From an optimization exercise on the open Yosys and OpenROAD flow, aimed at small area, a short achievable clock period and few clock cycles; shortcuts taken in it are not production practice. No run shown here included a check of the RTL's function; only the layout flow was run. Power figures rest on the tool's default switching activity, not on a simulated workload.

==> flow/design.v <==
module RegFile(clk, rst, src1, src2, src1_data, src2_data, wrt_en, dst, dst_data);
	input clk, rst;
	input [3:0] src1, src2, dst;
	input wrt_en;
	input [31:0] dst_data;
	output [31:0] src1_data, src2_data;
	wire [31:0] wdata = rst ? 32'b0 : dst_data;
	wire [31:0] q [0:15];
	genvar i;
	generate
		for (i = 0; i < 16; i = i + 1) begin : r
			reg [31:0] val;
			always @(posedge clk)
				if (rst | (wrt_en & (dst == i)))
					val <= wdata;
			assign q[i] = val;
		end
	endgenerate
	assign src1_data = q[src1];
	assign src2_data = q[src2];
endmodule
module PipelinedCPU(clk, reset, imem_addr, imem_data, dmem_addr, dmem_wdata, dmem_we, dmem_rdata);
	input  clk;
	input  reset;
	output [31:0] imem_addr;
	input  [31:0] imem_data;
	output [31:0] dmem_addr;
	output [31:0] dmem_wdata;
	output dmem_we;
	input  [31:0] dmem_rdata;
	parameter START_PC = 32'h40;
	wire [3:0]  f_cls = imem_data[31:28];
	wire [3:0]  f_op  = imem_data[27:24];
	wire [3:0]  f_a   = imem_data[23:20];
	wire [3:0]  f_b   = imem_data[19:16];
	wire [3:0]  f_c   = imem_data[15:12];
	wire [15:0] f_imm = imem_data[15:0];
	wire f_alur = (f_cls == 4'hC);
	wire f_alui = (f_cls == 4'h4);
	wire f_cmpr = (f_cls == 4'hD);
	wire f_cmpi = (f_cls == 4'h5);
	wire f_br   = (f_cls == 4'h2);
	wire f_jal  = (f_cls == 4'h6);
	wire f_lw   = (f_cls == 4'h7);
	wire f_sw   = (f_cls == 4'h3);
	wire f_mvhi = f_alui & (f_op == 4'hF);
	wire f_brz  = f_br & (f_op == 4'h2 | f_op == 4'hD | f_op == 4'h8 |
	                      f_op == 4'h1 | f_op == 4'hE | f_op == 4'hF);
	wire [3:0] idx1 = f_br ? f_a : f_b;
	wire [3:0] idx2 = f_br ? f_b : (f_sw ? f_a : f_c);
	wire [31:0] rf1, rf2;
	wire        x_we;
	wire [3:0]  x_dst;
	wire [31:0] x_res;
	RegFile regfile(clk, reset, idx1, idx2, rf1, rf2, x_we, x_dst, x_res);
	wire fwd1 = x_we & (x_dst == idx1);
	wire fwd2 = x_we & (x_dst == idx2);
	wire [31:0] f_simm = {{16{f_imm[15]}}, f_imm};
	wire [31:0] f_opa = fwd1 ? x_res : rf1;
	wire [31:0] f_opb = f_mvhi ? {f_imm, 16'b0} :
	                    (f_alui | f_cmpi) ? f_simm :
	                    f_brz ? 32'b0 :
	                    fwd2 ? x_res : rf2;
	reg [2:0] f_tt;
	always @(*) begin
		case (f_op)
			4'h0: f_tt = 3'b111;  
			4'h1: f_tt = 3'b011;  
			4'h2: f_tt = 3'b100;  
			4'h3: f_tt = 3'b000;  
			4'h5: f_tt = 3'b011;  
			4'h6: f_tt = 3'b100;  
			4'h8: f_tt = 3'b110;  
			4'h9: f_tt = 3'b010;  
			4'hA: f_tt = 3'b101;  
			4'hB: f_tt = 3'b001;  
			4'hC: f_tt = 3'b110;  
			4'hD: f_tt = 3'b010;  
			4'hE: f_tt = 3'b101;  
			default: f_tt = 3'b001;  
		endcase
	end
	wire f_isalu = f_alur | (f_alui & ~f_mvhi);
	wire f_radd  = f_isalu & (f_op == 4'h7);
	wire f_rsub  = f_isalu & (f_op == 4'h6);
	wire f_rlog  = f_isalu & ~(f_op == 4'h7) & ~(f_op == 4'h6);
	wire f_rcmp  = f_cmpr | f_cmpi;
	wire [17:0] f_immr = (f_lw | f_sw) ? {{2{f_imm[15]}}, f_imm} : {f_imm, 2'b00};
	reg  [31:0] opA, opB;
	reg  [31:0] pc4;       
	reg  [17:0] immr;
	reg  [3:0]  dst;
	reg         we, st, ld, br, jal;
	reg         radd, rsub, rlog, rcmp, rmvhi, rlink;
	reg  [2:0]  lop;       
	reg  [2:0]  tt;
	wire [31:0] next_pc;
	always @(posedge clk) begin
		opA  <= f_opa;
		opB  <= f_opb;
		immr <= f_immr;
		dst  <= f_a;
		lop  <= {f_op[3], f_op[1], f_op[0]};
		tt   <= f_tt;
		radd <= f_radd;
		rsub <= f_rsub;
		rlog <= f_rlog;
		rcmp <= f_rcmp;
		rmvhi <= f_mvhi;
		rlink <= f_jal;
		if (reset) begin
			pc4 <= START_PC;
			we  <= 1'b0;
			st  <= 1'b0;
			ld  <= 1'b0;
			br  <= 1'b0;
			jal <= 1'b0;
		end else begin
			pc4 <= next_pc + 32'd4;
			we  <= f_alur | f_alui | f_cmpr | f_cmpi | f_jal | f_lw;
			st  <= f_sw;
			ld  <= f_lw;
			br  <= f_br;
			jal <= f_jal;
		end
	end
	wire [31:0] simmr = {{14{immr[17]}}, immr};
	wire [31:0] addr  = opA + simmr;         
	wire [31:0] btgt  = pc4 + simmr;         
	wire [31:0] sum   = opA + opB;
	wire [31:0] diff  = opA - opB;
	wire        eq    = (opA == opB);
	wire        cond  = eq ? tt[2] : (diff[31] ? tt[1] : tt[0]);
	wire [31:0] lres0 = lop[1] ? (opA ^ opB) : lop[0] ? (opA | opB) : (opA & opB);
	wire [31:0] lres  = lres0 ^ {32{lop[2]}};
	assign x_res = ld    ? dmem_rdata :
	               rlink ? pc4 :
	               rmvhi ? opB :
	               radd  ? sum :
	               rsub  ? diff :
	               rlog  ? lres :
	               {31'b0, cond};
	assign x_we  = we;
	assign x_dst = dst;
	assign next_pc = (br & cond) ? btgt : jal ? addr : pc4;
	assign imem_addr  = next_pc;
	assign dmem_addr  = addr;
	assign dmem_wdata = opB;
	assign dmem_we    = st;
endmodule
==> flow/run.sh <==
#!/bin/bash
# synth_recipe.tcl (not shown) runs the flow's synth.tcl, then flattens the netlist and writes it again
# the make line also repeats each setting of config.mk as NAME=value (left out here)
make -C /OpenROAD-flow-scripts/flow DESIGN_CONFIG=/design/flow/config.mk WORK_HOME=/design/flow/orfs CLKGATE_MAP_FILE= SYNTH_SCRIPT=/design/flow/synth_recipe.tcl finish
==> flow/config.mk <==
export PLATFORM = sky130hd
export DESIGN_NAME = PipelinedCPU
export DESIGN_NICKNAME = PipelinedCPU
export VERILOG_FILES = /design/flow/design.v
export SDC_FILE = /design/flow/constraint.sdc
export NUM_CORES = 4
export LEC_CHECK = 0
export CAP_MARGIN = 20
export CORE_MARGIN = 2
export CORE_UTILIZATION = 40
export SLEW_MARGIN = 20
==> flow/constraint.sdc <==
create_clock -name core_clock -period 8.0 [get_ports {clk}]
set_input_delay 1.6000 -clock core_clock [delete_from_list [all_inputs] [get_ports {clk}]]
set_output_delay 1.6000 -clock core_clock [all_outputs]
set_load 0.01 [all_outputs]
==> flow_metrics.tcl, run 1 <==
set metrics [dict create \
    outcome "finished clean" \
    cts_setup_buffers 0 \
    syn_avg_cell_area_um2 10.3 \
    numClockSinks 646 \
    cp_data_required_time_ns 6.40 \
    yosys.area_share.simple_pct 11.4 \
    ant_nets 0 \
    synthFlopType "edfxtp_1" \
    async_flop_share_pct 0 \
    ys_seq_area_share_pct 48.4 \
    irDropWorstVdd_mv 0.134 \
    dr.pass1.iters 8 \
    numCtsBuffers 69 \
    maxCapViolations 0 \
    relSlewSlack_pct 21.2 \
    skew_ns 0.0605 \
    design.die.area_um2 95800 \
    crit_arrival_ns 5.79 \
    antenna_found_initial 8 \
    min_path_type "flop to flop" \
    yosys_warnings 2 \
    drt_iter0_drc 5307 \
    fillCellCount 8627 \
    cp-end-kind "output port" \
    rsz0062_at_grt "false" \
    path_class "flop to output port" \
    wl_per_cell_um 33.1 \
    place.port_buffers 162 \
    synth-seq-cells 646 \
    post_layout_nonfiller_instances 5038 \
    area_delta_synth_final_pct 15.6 \
    synth_top_family_by_area "compound AO/OA/AOI/OAI gates" \
    coreArea_um2 92900 \
    htree_levels 3 \
    slew_violations 0 \
    gp_congestion 1.06 \
    path_clk_slew_ns 0.07 \
    drive_above_1_share_pct 8.88 \
    grt_pass1_vias 32142 \
    tightest_slew_ns 1.17 \
    synth_compound_area_share_pct 24.5 \
    syn_area_um2 37300 \
    fmax_mhz 135 \
    synthMuxAreaShare_pct 2.43 \
    post-dp-hpwl_um 112000 \
    cellPowerDensity_nw_per_um2 252 \
    routed_wl_um 167000 \
    multiInputGateArea_um2 18200 \
    synthXorXnorAreaFrac_pct 3.59 \
    drc 0 \
    placed_cells 4911 \
    setup-violations-final 0 \
    grt_remaining_overflow 0 \
    vias 34341 \
    grtUsageTotal_pct 33.8 \
    cts_hold_buffers 0 \
    start_kind "flop" \
    layout.area.seq_um2 18100 \
    worstPathMaxFanout 18 \
    grt_pass1_wl_um 232000 \
    clockRootBuffer "clkbuf_16" \
    viasPerCell 6.82 \
    synthAdderAreaFrac_pct 5.71 \
    hold_viol_final 0 \
    netlist_instances 3632 \
    period_share_pct 92.3 \
    rows 112 \
    io_pins 163 \
    nNetsFinal 3963 \
    fp.dieH_um 309 \
    grt_max_degree 64 \
    period_minus_slack_ns 7.39 \
    cts_tree "done" \
    cts.path.max_buffers 3 \
    p_leak_uw 0.0155 \
    mostFrequentLayoutCell "edfxtp_1" \
    synth_edf_count 512 \
    ys_types 86 \
    finalSetupTns_ns 0 \
    clk-insertion-delay-late_ns 0.66 \
    final_cell_mix "edfxtp_1, a22oi_1, a21oi_1" \
    synth_nets 3866 \
    die_w_um 309 \
    cts_resized 0 \
    initial_core_util_pct 40.2 \
]
[cells in the mapped netlist (all sizes together), types with 63 or more instances]
cell type / instances / share of area, %
a22oi: 348 / 7.0
ha: 164 / 5.5
inv: 145 / 1.5
dfxtp: 134 / 7.2
o21ai: 146 / 2.0
nand4: 89 / 1.5
nand2: 183 / 1.8
a21oi: 278 / 3.7
edfxtp: 512 / 41
xnor2: 112 / 2.6
clkbuf: 204 / 2.1
nor2: 249 / 2.5
nand3: 98 / 1.3
a221oi: 76 / 1.8
nor3: 63 / 0.84
[where the power goes]
part | switching, uW | internal, uW | total [uW]
Clock | 1420 | 1860 | 3280
Sequential | 373 | 4040 | 4410
Combinational | 2010 | 1150 | 3170
[stage by stage]
stage	hold WS, ns	util [%]	setup WS (ns)	cell area [um2]	total power, uW
global route	0.700	46.4	0.404	43100	11200
detailed placement	0.623	43.9	1.36	40800	7510
finish	0.666	46.4	0.613	43100	10900
floorplan	0.532	-	2.27	37300	6170
global placement	0.609	43.9	1.33	40800	7520
CTS	0.647	46.4	0.684	43100	10800
[state kept, by name (all words and copies together) (netlist names), 3 cells and up]
name	count
regfile.r.val	512
tt	3
opB	32
dst	4
pc4	32
opA	32
immr	18
lop	3
[metal layers]
| metal | wire length (um) | part of all wire [%] | global-route usage, % | vias to the layer above |
|---|---|---|---|---|
| met5 | 94 | 0.056 | 0 | - |
| met4 | 12800 | 7.7 | 22.3 | 16 |
| met3 | 23200 | 14 | 11.5 | 698 |
| met2 | 72000 | 43 | 51.1 | 2824 |
| met1 | 58700 | 35 | 40.9 | 16441 |
| li1 | - | - | - | 14362 |
[final timing paths]
kind	startpoint	endpoint	slack, ns	cells after the start
hold reg to reg	regfile.r[0].val[19]$_DFFE_PP_	opA[19]$_DFF_P_	0.67	2
hold / removal	regfile.r[0].val[19]$_DFFE_PP_	opA[19]$_DFF_P_	0.67	2
setup / recovery	opA[4]$_DFF_P_	imem_addr[18]	0.61	14
setup reg to reg	opA[19]$_DFF_P_	pc4[30]$_SDFF_PP0_	1.31	21
[area by class of cell]
cell class	count	area share, %
timing repair buffer	273	5.71
antenna	1	0.00580
tap	1254	3.64
inverter	146	1.27
sequential	646	41.9
multi-input combinational	2593	42.2
clock inverter	38	0.870
clock buffer	87	4.40
[critical path: stages, from the launching register on]
cell	delay (ns)
dfxtp_1	0.62
inv_1	0.09
ha_1	0.38
nor4_1	0.60
o311a_1	0.31
o41a_1	0.23
nor4_2	0.09
or2_1	0.32
a2111oi_4	0.38
buf_4	0.26
or2_1	0.59
buf_4	0.28
nor2_1	0.05
a21oi_1	0.31
clkdlybuf4s50_1	0.61
[kinds of logic after synthesis]
family,count (synthesis)
compound gates,1319
simple gates,866
flops,646
buf+inv,393
fa+ha+maj,168
xor+xnor,153
mux,87
==> run 2: changes to the inputs <==
--- a/flow/config.mk
+++ b/flow/config.mk
@@ -9,3 +9,4 @@
 export CORE_MARGIN = 2
 export CORE_UTILIZATION = 40
+export SETUP_SLACK_MARGIN = 3.5
 export SLEW_MARGIN = 20
==> flow_metrics.tcl, run 2 <==
set metrics [dict create \
    tightest_slew_ns 1.18 \
    drive_above_1_share_pct 25.5 \
    clockRootBuffer "clkbuf_16" \
    numCtsBuffers 72 \
    die_w_um 309 \
    ant_nets 0 \
    hold_viol_final 0 \
    dr_wl_met2_um 79700 \
    irDropWorstVdd_mv 0.156 \
    maxCapViolations 0 \
    min_path_type "flop to flop" \
    largest_reg_flops 512 \
    cp_data_required_time_ns 6.40 \
    ys_seq_area_share_pct 48.4 \
    post_layout_nonfiller_instances 5334 \
    gp_congestion 1.02 \
    io_pins 163 \
    synth-seq-cells 646 \
    drc 0 \
    worstPathMaxFanout 7 \
    finalSetupTns_ns 0 \
    antenna_found_initial 12 \
    setup-violations-final 0 \
    placed_cells 4922 \
    rows 112 \
    area_delta_synth_final_pct 30.0 \
    cts_hold_buffers 0 \
    synth_edf_count 512 \
    wl_per_cell_um 35.0 \
    met3_length_um 25500 \
    yosys_warnings 2 \
    yosysMostFrequentCell "edfxtp_1" \
    path_class "flop to output port" \
    vias 36427 \
    drt_iter0_drc 6429 \
    post-dp-hpwl_um 118000 \
    dr.pass1.iters 10 \
    final_cell_mix "edfxtp_1, a22oi_1, buf_4" \
    synthTopCellsByCount "edfxtp_1, a22oi_1, a21oi_1, nor2_1, clkbuf_1" \
    largest_register "regfile.r.val" \
    cellPowerDensity_nw_per_um2 247 \
    crit_arrival_ns 4.14 \
    async_flop_share_pct 0 \
    cts.path.max_buffers 3 \
    clk-insertion-delay-late_ns 0.66 \
    grt_max_degree 58 \
    grt_pass1_vias 33820 \
    cts_tree "done" \
    grt_pass1_wl_um 254000 \
    coreArea_um2 92900 \
    ys_top_cells_by_area "edfxtp_1, dfxtp_1, a22oi_1" \
    outcome "finished clean" \
    fp.dieH_um 309 \
    synth_top_area_share_pct 41.2 \
    netlist_instances 3632 \
    synth_nets 3866 \
    skew_ns 0.0433 \
    htree_levels 3 \
    period_minus_slack_ns 5.74 \
    start_kind "flop" \
    r2r_cells 23 \
    synthFlopType "edfxtp_1" \
    place.port_buffers 162 \
    fmax_mhz 174 \
    grtUsageTotal_pct 37.5 \
    ys_types 86 \
    cp-end-kind "output port" \
    nNetsFinal 4249 \
    slew_violations 0 \
    grt_remaining_overflow 0 \
    design.die.area_um2 95800 \
    whs_path_depth 2 \
    numClockSinks 646 \
    p_leak_uw 0.0178 \
    routed_wl_um 187000 \
    timing.hold.ws_ns 0.698 \
    syn_area_um2 37300 \
    period_share_pct 71.8 \
    mostFrequentLayoutCell "edfxtp_1" \
    syn_avg_cell_area_um2 10.3 \
    viasPerCell 6.83 \
    top_layer_used "met5" \
    relSlewSlack_pct 21.4 \
    yosysTopAreaCell "edfxtp_1" \
    wl_met1_um 66700 \
    path_clk_slew_ns 0.07 \
    initial_core_util_pct 40.2 \
    rsz0062_at_grt "true" \
]
-- run 2: cell counts after synthesis --
No cell type changed its count.
-- run 2: cells by family (layout without fill, tap and decap cells) --
| group | count (synthesis) | after routing | synth area share, % |
|---|---|---|---|
| adder cells (fa/ha/maj) | 168 | 168 | 5.71 |
| multiplexers | 87 | 87 | 2.43 |
| flip-flops | 646 | 646 | 48.4 |
| other | 0 | 10 | 0 |
| buffers and inverters | 393 | 821 | 4.01 |
| AND/OR/NAND/NOR | 866 | 876 | 11.4 |
| XOR/XNOR | 153 | 153 | 3.59 |
| AO/OA/AOI/OAI | 1319 | 1319 | 24.5 |
-- run 2: metal layers --
| layer | global-route usage [%] | vias to the layer above |
|---|---|---|
| met4 | 25.5 | 6 |
| met1 | 46.0 | 17613 |
| li1 | - | 14938 |
| met2 | 55.6 | 3070 |
| met5 | 0 | - |
| met3 | 12.8 | 800 |
-- run 2: worst max-delay path, stage by stage, from the launching register on --
cell and delay, ns:
dfxtp_4 0.37, inv_4 0.04, ha_4 0.23, or4_4 0.55, or3_4 0.37, a21oi_4 0.21, nor4_4 0.09, or2_4 0.27
a2111oi_4 0.30, buf_6 0.23, or2_4 0.22, buf_6 0.13, nand2_4 0.05, o21ai_2 0.08, o22ai_2 0.09, nor2_1 0.11
buf_2 0.14
-- run 2: worst paths after layout --
kind	start	end	slack, ns
max	opA[7]$_DFF_P_	imem_addr[31]	2.26
min	regfile.r[0].val[15]$_DFFE_PP_	opA[15]$_DFF_P_	0.70
max reg2reg	opA[7]$_DFF_P_	pc4[30]$_SDFF_PP0_	2.79
min reg2reg	regfile.r[0].val[15]$_DFFE_PP_	opA[15]$_DFF_P_	0.70
-- run 2: power by group --
| group | switching, uW | total, uW | leakage [uW] | internal [uW] |
|---|---|---|---|---|
| logic | 2490 | 4120 | 0.0102 | 1630 |
| clock network | 1500 | 3520 | 0.00121 | 2020 |
| registers | 314 | 4360 | 0.00641 | 4050 |
-- run 2: layout make-up --
| class | instances | area, um2 |
|---|---|---|
| Sequential cell | 646 | 18200 |
| Timing Repair Buffer | 546 | 4990 |
| Clock buffer | 90 | 1950 |
| Fill cell | 8117 | 44400 |
| Clock inverter | 39 | 505 |
| Inverter | 146 | 559 |
| Multi-Input combinational cell | 2603 | 20700 |
| Antenna cell | 10 | 25.0 |
| Tap cell | 1254 | 1570 |
-- run 2: what timing repair did --
| action | CTS | global route |
|---|---|---|
| setup endpoints to repair | 469 | 450 |
| setup buffers | 153 | 109 |
| cloned | 10 | 1 |
| pin swaps | 94 | 108 |
| resized for setup | 527 | 280 |
-- run 2: metrics by stage --
step / total power (uW) / area, um2 / setup WS (ns) / utilization [%]
finish: 12000 / 48500 / 2.26 / 52.2
global route: 12300 / 48500 / 2.17 / 52.2
detailed placement: 7610 / 41200 / 1.48 / 44.4
floorplan: 6210 / 37700 / 2.95 / -
global placement: 7620 / 41200 / 1.57 / 44.4
CTS: 11500 / 46600 / 2.25 / 50.1
==> run 3: changes to the inputs <==
--- a/flow/config.mk
+++ b/flow/config.mk
@@ -6,4 +6,5 @@
 export NUM_CORES = 4
 export LEC_CHECK = 0
+export ABC_AREA = 1
 export CAP_MARGIN = 20
 export CORE_MARGIN = 2
==> flow_metrics.tcl, run 3 <==
set metrics [dict create \
    outcome "finished clean" \
    cp_data_required_time_ns 6.40 \
    path_class "flop to output port" \
    yosysTopAreaCell "edfxtp_1" \
    layout.area.seq_um2 18300 \
    pre_cts_ws_ns 1.76 \
    min_path_type "flop to flop" \
    fillCellCount 9166 \
    irDropWorstVdd_mv 0.219 \
    synthFlopType "edfxtp_1" \
    maxCapViolations 0 \
    crit_arrival_ns 3.42 \
    io_pins 163 \
    largest_reg_flops 512 \
    ys_top_cells_by_area "edfxtp_1, nand2_1, dfxtp_1" \
    netlist_instances 4957 \
    synth_nets 5191 \
    period_share_pct 62.8 \
    p_leak_uw 0.0212 \
    synthMuxAreaShare_pct 0.0250 \
    p_sw_share_pct 37.3 \
    yosysMostFrequentCell "nand2_1" \
    p_switching_uw 4690 \
    drc 0 \
    ys_seq_area_share_pct 45.1 \
    post-dp-hpwl_um 134000 \
    async_flop_share_pct 0 \
    cp-end-kind "output port" \
    path_clk_slew_ns 0.06 \
    yosys.area_share.simple_pct 21.0 \
    synth_compound_area_share_pct 18.2 \
    grtUsageTotal_pct 38.0 \
    path_cells "inv_1 > ha_4 > nor2_4 > inv_1 > nor2_4 > nand2_1 > nand2_2 > a21oi_4 > nand2_4 > nand2_4 > nand3_4 > nand3_4 > buf_12 > nand3_4 > buf_12 > buf_6 > buf_6 > nand2_4 > nand2_4 > buf_6" \
    slew_violations 0 \
    cts.path.max_buffers 3 \
    routed_wl_um 203000 \
    critPathMostFrequentCell "nand2_4" \
    period_minus_slack_ns 5.02 \
    die_w_um 320 \
    crit_family "buffers and inverters" \
    vias 42117 \
    clk-insertion-delay-late_ns 0.67 \
    largest_register "regfile.r.val" \
    synthXorXnorAreaFrac_pct 1.51 \
    grt_pass1_vias 38629 \
    fp.dieH_um 320 \
    fin_ws_ns 2.98 \
    synth_edf_count 512 \
    multiInputGateArea_um2 21500 \
    ant_nets 0 \
    clkPwrFrac_pct 29.4 \
    synth_top_family_by_area "simple AND/OR/NAND/NOR gates" \
    numCtsBuffers 75 \
    dr.pass1.iters 8 \
    mostFrequentLayoutCell "nand2_1" \
    syn_avg_cell_area_um2 8.07 \
    place.port_buffers 162 \
    worstPathMaxFanout 6 \
    wl_per_cell_um 29.9 \
    relSlewSlack_pct 8.02 \
    design.die.area_um2 103000 \
    initial_core_util_pct 40.1 \
    ys_types 66 \
    finalSetupTns_ns 0 \
    placed_area_um2 43400 \
    cts_hold_buffers 0 \
    setup-violations-final 0 \
    nNetsFinal 5680 \
    cellPowerDensity_nw_per_um2 240 \
    critPathBufInv 7 \
    cp_slowest_cell "dfxtp_4" \
    reg2reg_setup_slack_ns 3.42 \
    start_kind "flop" \
    fmax_mhz 199 \
    area_delta_synth_final_pct 30.8 \
    grt_remaining_overflow 0 \
    coreArea_um2 99700 \
    numClockSinks 646 \
    drive_above_1_share_pct 23.7 \
    p_seq_share_pct 33.4 \
    synthAdderAreaFrac_pct 5.33 \
    hold_viol_final 0 \
    rows 116 \
    final_area_um2 52400 \
    synth_top_area_share_pct 38.4 \
    antenna_found_initial 8 \
    skew_ns 0.0456 \
    grt_max_degree 52 \
    cts_tree "done" \
    synthTopCellsByCount "nand2_1, inv_1, edfxtp_1, o21ai_0, a21oi_1" \
    tightest_slew_ns 1.37 \
    drt_iter0_drc 6819 \
    syn_area_um2 40000 \
    p_int_uw 7900 \
    power_frac_comb_pct 37.2 \
    htree_levels 3 \
    yosys_warnings 2 \
    synth-seq-cells 646 \
    slowest_delay_ns 0.42 \
    clockRootBuffer "clkbuf_16" \
    gp_congestion 1.04 \
    viasPerCell 6.19 \
    rsz0062_at_grt "true" \
    grt_pass1_wl_um 279000 \
    final_cell_mix "nand2_1, inv_1, edfxtp_1" \
]
run 3: cell count changes in the layout (fill, tap and decap cells not counted), moves of 93 or more:
| cell | before | now |
|---|---|---|
| nand2_1 | 166 | 975 |
| inv_1 | 127 | 599 |
| a22oi_1 | 348 | 1 |
| o21ai_0 | 101 | 322 |
| o22ai_1 | 41 | 154 |
| nor2_1 | 185 | 289 |
| xnor2_1 | 100 | 5 |
| nand2_2 | 9 | 102 |
run 3: through the flow:
step                power, uW  hold WS, ns  util, %  instances
global route            12900        0.573     52.5       6806
detailed placement       7470        0.515     43.5       6322
finish                  12600        0.511     52.5       6808
CTS                     12000        0.501     50.2       6691
global placement         7470        0.509     43.5       6322
floorplan                6060        0.493        -       4957
run 3: worst register-to-register path, delay by kind of cell, from the launching register on:
family,cells,cell delay [ns]
flip-flops,1,0.33
buffers and inverters,18,2.15
AO/OA/AOI/OAI,5,0.83
adder cells (fa/ha/maj),1,0.25
AND/OR/NAND/NOR,7,0.74
run 3: layout make-up:
cell class	instances	area share (%)
inverters	695	5.23
well taps	1298	3.10
clock inverters	42	1.15
clock buffers	97	3.92
repair buffers	601	10.6
diodes	2	0.00956
flip-flops and latches	646	34.9
multi-input cells	3427	41.1
run 3: timing repair:
action / in CTS / in global routing
endpoints found under the setup margin: 378 / 398
gates resized for setup: 785 / 388
pin swaps: 106 / 137
buffers inserted: 223 / 111
gates cloned: 7 / 4
run 3: final timing paths:
kind                                       start                        endpoint  cells after the start
setup / recovery                 opA[21]$_DFF_P_                   imem_addr[12]                     20
hold / removal    regfile.r[0].val[13]$_DFFE_PP_                 opA[13]$_DFF_P_                      2
setup reg to reg                 opB[18]$_DFF_P_  regfile.r[2].val[23]$_DFFE_PP_                     31
hold reg to reg   regfile.r[0].val[13]$_DFFE_PP_                 opA[13]$_DFF_P_                      2
run 3: kinds of logic after synthesis:
kind of cell | count (synthesis)
DFF | 646
buffers and inverters | 891
muxes | 1
adders and majority gates | 168
and+or+nand+nor | 1955
xor gates and xnor gates | 69
AOI/OAI and AO/OA | 1227
run 3: power by group through the flow:
stage | registers (uW) | logic (uW) | clock network [uW]
2_1_floorplan | 4140 | 1930 | 0
3_3_place_gp | 4250 | 3220 | 0
3_5_place_dp | 4250 | 3210 | 0
4_1_cts | 4200 | 4040 | 3710
5_1_grt | 4210 | 4890 | 3840
6_report | 4200 | 4680 | 3710
run 3: metal layers:
metal | global-route usage [%] | vias to the layer above | part of all wire (%)
met5 | 0 | - | 0.033
met4 | 24.9 | 6 | 8.2
met3 | 11.6 | 872 | 13
met2 | 57.9 | 3336 | 43
met1 | 46.5 | 19790 | 36
li1 | - | 18113 | -
==> run 4: changes to the inputs <==
--- a/flow/config.mk
+++ b/flow/config.mk
@@ -10,4 +10,5 @@
 export CORE_MARGIN = 2
 export CORE_UTILIZATION = 40
-export SETUP_SLACK_MARGIN = 3.5
+export SETUP_SLACK_MARGIN = 4.0
 export SLEW_MARGIN = 20
+export TNS_END_PERCENT = 20
==> flow_metrics.tcl, run 4 <==
set metrics [dict create \
    synthFlopType "edfxtp_1" \
    drive_above_1_share_pct 23.3 \
    gp_congestion 1.03 \
    synth-seq-cells 646 \
    viasPerCell 6.22 \
    antenna_found_initial 12 \
    numClockSinks 646 \
    synth_nets 5191 \
    period_share_pct 63.0 \
    irDropWorstVdd_mv 0.148 \
    cellPowerDensity_nw_per_um2 237 \
    worstPathMaxFanout 8 \
    grtUsageTotal_pct 37.9 \
    grt_max_degree 61 \
    coreArea_um2 99700 \
    start_kind "flop" \
    ys_types 66 \
    cp-end-kind "output port" \
    drc 0 \
    outcome "finished clean" \
    area_delta_synth_final_pct 30.3 \
    drt_iter0_drc 7330 \
    hold_viol_final 0 \
    power_frac_comb_pct 38.3 \
    crit_arrival_ns 3.44 \
    tightest_slew_ns 1.12 \
    final_cell_mix "nand2_1, inv_1, edfxtp_1" \
    design.die.area_um2 103000 \
    initial_core_util_pct 40.1 \
    yosys.area_share.simple_pct 21.0 \
    yosysMostFrequentCell "nand2_1" \
    post-dp-hpwl_um 133000 \
    cts.path.max_buffers 3 \
    place.port_buffers 162 \
    ys_top_cells_by_area "edfxtp_1, nand2_1, dfxtp_1" \
    min_path_type "flop to flop" \
    p_switching_uw 4610 \
    cp_data_required_time_ns 6.40 \
    multiInputGateArea_um2 21300 \
    synth_compound_area_share_pct 18.2 \
    skew_ns 0.0481 \
    final_core_util_pct 52.3 \
    synth_top_family_by_area "simple AND/OR/NAND/NOR gates" \
    yosysTopAreaCell "edfxtp_1" \
    clk-insertion-delay-late_ns 0.67 \
    mostFrequentLayoutCell "nand2_1" \
    fp.dieH_um 320 \
    grt_pass1_wl_um 280000 \
    clkPwrFrac_pct 27.5 \
    routed_wl_um 202000 \
    fmax_mhz 198 \
    placed_area_um2 43800 \
    clockRootBuffer "clkbuf_16" \
    nNetsFinal 5688 \
    netlist_instances 4957 \
    fillCellCount 9260 \
    path_clk_slew_ns 0.06 \
    die_w_um 320 \
    path_class "flop to output port" \
    synthAdderAreaFrac_pct 5.33 \
    async_flop_share_pct 0 \
    finalSetupTns_ns 0 \
    p_sw_share_pct 37.3 \
    largest_register "regfile.r.val" \
    htree_levels 3 \
    wl_per_cell_um 29.6 \
    synth_top_area_share_pct 38.4 \
    setup-violations-final 0 \
    syn_avg_cell_area_um2 8.07 \
    numCtsBuffers 71 \
    io_pins 163 \
    dr.pass1.iters 7 \
    largest_reg_flops 512 \
    ant_nets 0 \
    synthTopCellsByCount "nand2_1, inv_1, edfxtp_1, o21ai_0, a21oi_1" \
    synthXorXnorAreaFrac_pct 1.51 \
    p_int_uw 7750 \
    layout.area.seq_um2 18300 \
    final_area_um2 52100 \
    relSlewSlack_pct 25.1 \
    grt_pass1_vias 39373 \
    maxCapViolations 0 \
    grt_remaining_overflow 0 \
    synthMuxAreaShare_pct 0.0250 \
    period_minus_slack_ns 5.04 \
    p_seq_share_pct 34.2 \
    synth_edf_count 512 \
    rows 116 \
    rsz0062_at_grt "true" \
    yosys_warnings 2 \
    p_leak_uw 0.0212 \
    cts_tree "done" \
    ys_seq_area_share_pct 45.1 \
    slew_violations 0 \
    vias 42380 \
    syn_area_um2 40000 \
]
run 4: what timing repair did:
action,4_1_cts,5_1_grt
hold buffers,0,0
setup buffers,271,71
gates resized for setup,787,230
pin swaps,126,105
cloned,12,1
endpoints found under the setup margin,556,552
run 4: worst paths after layout:
path	start	end	slack [ns]	cells past startpoint
hold / removal	regfile.r[0].val[17]$_DFFE_PP_	opA[17]$_DFF_P_	0.54	2
hold reg to reg	regfile.r[0].val[17]$_DFFE_PP_	opA[17]$_DFF_P_	0.54	2
setup / recovery	immr[17]$_DFF_P_	imem_addr[31]	2.96	15
setup reg to reg	opB[26]$_DFF_P_	pc4[12]$_SDFF_PP0_	3.24	36
run 4: stage by stage:
stage                     hold slack, ns  total power, uW  instances  setup slack, ns
final                              0.543            12400       6811             2.96
after global routing               0.563            12700       6806             2.92
after CTS                          0.542            11900       6734             2.99
after detailed placement           0.522             7600       6324             1.60
after global placement             0.515             7600       6322             1.65
after floorplan                    0.493             6200       4957             4.00
run 4: area by class of cell:
cell class	instances	area share [%]
Clock inverter	35	0.809
Inverter	695	5.26
Sequential cell	646	35.1
Clock buffer	92	3.72
Tap cell	1298	3.11
Timing Repair Buffer	611	11.2
Multi-Input combinational cell	3429	40.8
Antenna cell	5	0.0240
run 4: worst max-delay path: stages (launching register included):
cell      delay, ns
dfxtp_4        0.41
buf_4          0.16
buf_6          0.13
ha_4           0.31
nand2_1        0.14
nor2_2         0.14
nand2_1        0.10
o21a_1         0.25
nand2_1        0.11
inv_1          0.07
o21ai_4        0.24
xor2_2         0.10
buf_4          0.17
o21bai_1       0.16
nand2_1        0.13
buf_2          0.16
run 4: cells by family after synthesis:
| kind of cell | Yosys count |
|---|---|
| AOI/OAI and AO/OA | 1227 |
| xor gates and xnor gates | 69 |
| adders and majority gates | 168 |
| buffers and inverters | 891 |
| DFF | 646 |
| muxes | 1 |
| and+or+nand+nor | 1955 |
run 4: layer usage:
metal  track usage, %  share of wire (%)  up-vias
li1                 -                  -    18123
met1             46.8                 36    19885
met2             57.2                 42     3438
met3             10.7                 13      924
met4             26.6                8.8       10
met5                0              0.036        -
run 4: power groups by stage:
| stage | logic, uW | clock network [uW] | registers (uW) |
|---|---|---|---|
| final | 4740 | 3390 | 4230 |
| after global routing | 4960 | 3540 | 4230 |
| after CTS | 4240 | 3400 | 4210 |
| after detailed placement | 3310 | 0 | 4300 |
| after global placement | 3310 | 0 | 4290 |
| after floorplan | 2050 | 0 | 4150 |

-- port drivers added, routing unchanged --
How much do the figures lean on ideal ports? The routed layouts below were timed once more, with nothing changed but the port constraints. Step 1: set_driving_cell puts a clkbuf_16 on clk and a buf_2 on each other input, an assumption about the parent block. Step 2, shift: input delay + t, output delay - t, t = (earliest + latest rising clock arrival at the registers) / 2. This alone moves slack from input paths to output paths. Slacks: no drivers / after step 1 / after step 2; pairs: no drivers / after step 1.
run | t (ns) | slack for setup (ns) | hold WS [ns] | slew at the worst register clock pin (ns)
run 1 | 0.691 | 0.613 / 0.549 / 1.239 | 0.666 / 0.666 / 0.666 | 0.08 / 0.08
run 2 | 0.708 | 2.256 / 2.193 / 2.616 | 0.698 / 0.698 / 0.698 | 0.07 / 0.07
run 3 | 0.714 | 2.979 / 2.910 / 2.856 | 0.511 / 0.511 / 0.511 | 0.07 / 0.07
run 4 | 0.712 | 2.962 / 2.893 / 3.123 | 0.543 / 0.543 / 0.543 | 0.07 / 0.07
After both steps every run listed still meets setup and hold. For run 3, which loses most, drivers alone change the setup slack by -0.069 ns; drivers and shift together by -0.123 ns.
